From an optimization exercise on the open Yosys and OpenROAD flow, aimed at small area, a short achievable clock period and few clock cycles per item; shortcuts taken in it are not production practice.
The RTL was checked by simulation tests, not by an equivalence proof against the original design.

Setup of maple:
## fm_3d_ru_outline_setup
module fm_3d_ru_outline_setup (
    clk_core,
    rst_x,
    i_aa_en,
    i_valid,
    o_ack,
    i_vtx0_x,
    i_vtx0_y,
    i_vtx1_x,
    i_vtx1_y,
    i_vtx2_x,
    i_vtx2_y,
    o_valid,
    o_is_first,
    o_is_second,
    o_aa_mode,
    o_idle,
    o_start_x_e0,
    o_start_x_05_e0,
    o_start_y_e0,
    o_end_y_e0,
    o_delta_e0,
    o_delta_t_e0,
    o_delta_a_e0,
    o_start_x_e1,
    o_start_x_05_e1,
    o_start_y_e1,
    o_end_y_e1,
    o_delta_e1,
    o_delta_t_e1,
    o_delta_a_e1,
    o_start_x_e2,
    o_start_x_05_e2,
    o_start_y_e2,
    o_end_y_e2,
    o_delta_e2,
    o_delta_t_e2,
    o_delta_a_e2,
    i_ack
);
export LEC_CHECK = 0
export ABC_AREA = 1
export CAP_MARGIN = 20
export CORE_MARGIN = 2
export CORE_UTILIZATION = 40
export CTS_BUF_LIST = sky130_fd_sc_hd__clkbuf_4 sky130_fd_sc_hd__clkbuf_8
export PLACE_DENSITY = 0.6
export SETUP_SLACK_MARGIN = 5
export SLEW_MARGIN = 20
create_clock -name core_clock -period 10.0 [get_ports {clk_core}]
standard.sh (not shown) runs the stock make flow with config.mk's settings and CLKGATE_MAP_FILE= SYNTH_SCRIPT=/design/flow/synth_recipe.tcl, a recipe that flattens the netlist after the stock synthesis.
==> flow/flow/run.sh <==
#!/bin/bash
# The standard layout (standard.sh: the standard flow's own synthesis and ORFS steps),
# with plain buf_1 cells as the port buffers instead of the delay buffers
# buffer_ports picks by default. Every port still gets its own buffer.
set -euo pipefail
export BUFFER_PORTS_ARGS="-buffer_cell sky130_fd_sc_hd__buf_1"
bash standard.sh > standard.log 2>&1
maple: no failed stages, no open violations at the end
Testbench counts of maple, summed over its fixed seeds: cycles 14,475, triangles 4,800.
Inputs modified between maple and zinc:
- a change of PLACE_DENSITY from 0.6 to 0.75
- Relative to maple, the combined area of the multi-input logic cells measured on zinc has decreased slightly.
- In terms of final hold slack, zinc and maple differ only marginally.
- Relative to maple, final worst slack has decreased by 0.060 ns in zinc.
- Relative to maple, the met3 routed wirelength measured on zinc has increased by more than a quarter.
- Comparing maple with zinc, the area taken by flip-flops and latches came out essentially unchanged.
- zinc -> maple: number of endpoints with negative hold slack in the final report delta 0, exact match
- Growth of design area from synthesis to finish essentially unchanged between zinc and maple.
diff inputs: zinc => ember
- CTS_BUF_LIST removed (was sky130_fd_sc_hd__clkbuf_4 sky130_fd_sc_hd__clkbuf_8)
- PLACE_DENSITY changed from 0.75 to 0.6
==> comparison <==
The logic depth of the worst path, buffers included of ember is lower than that of zinc. ember: sequential share of layout area is 0.15 points lower than what zinc reported. ember vs zinc, met3 routed wirelength went down by 5100 um. Global-route wire length before repair came out lower on ember than on zinc. Multi-input gate count: zinc vs ember, no meaningful difference. On fmax: between ember and zinc, it ends up lower for ember. HPWL after detailed placement of ember is on par with zinc.

Starting RTL as in the previous note.
Settings: LEC_CHECK=0, ABC_AREA=1, CAP_MARGIN=20, CORE_MARGIN=2, CORE_UTILIZATION=40, CTS_BUF_LIST=sky130_fd_sc_hd__clkbuf_4 sky130_fd_sc_hd__clkbuf_8, PLACE_DENSITY=0.6, SETUP_SLACK_MARGIN=4.7, SLEW_MARGIN=20; clock period 10.0 ns.
Scripts as last shown in full above: flow/flow/run.sh
Testbench counts at the start, summed over its fixed seeds: cycles 14,475, triangles 4,800.
Rerun with:
SETUP_SLACK_MARGIN = 4.4   (was 4.7)
The new run ran to the end with no violations. Synthesized area does not change. Design area falls by 0.90%. Non-clock buffer count falls by 56. Via count falls by 0.50%. Count of clock-buffer cells in the layout falls by 27. Clock skew falls by 6.9 ps. Utilization falls by 0.41 points. Hold slack improved by 26 ps. Routed wire length hardly moves.

## static timing again, ports no longer ideal
How much do the figures lean on ideal ports? The routed layouts below were timed once more, with nothing changed but the port constraints. Step 1 (the two cells are an assumption about what drives the block):
set clk [get_ports {clk_core}]
set_driving_cell -lib_cell sky130_fd_sc_hd__clkbuf_16 $clk
set_driving_cell -lib_cell sky130_fd_sc_hd__buf_2 [delete_from_list [all_inputs] $clk]
Step 2 adds t to the input delays and takes it off the output delays; t is the mean of the earliest and latest rising clock arrival at the registers after step 1. Input paths then give back, and output paths get back, about the clock's delay inside the block. Slacks: no drivers / after step 1 / after step 2; pairs: no drivers / after step 1.
| run | t (ns) | setup WS [ns] | worst register clock-pin slew, ns |
|---|---|---|---|
| maple | 0.959 | 4.571 / 4.571 / 4.461 | 0.07 / 0.07 |
| zinc | 0.995 | 4.511 / 4.511 / 4.358 | 0.08 / 0.08 |
| ember | 0.803 | 4.466 / 4.466 / 4.466 | 0.07 / 0.07 |
| the first run of note 2 | 0.980 | 4.540 / 4.540 / 4.175 | 0.07 / 0.07 |
| the second run of note 2 | 0.979 | 4.466 / 4.466 / 3.931 | 0.07 / 0.07 |
After both steps every run listed still meets setup and hold. The setup slack of the second run of note 2, which loses most, moves by 0.000 ns with the drivers and by -0.535 ns with both steps.
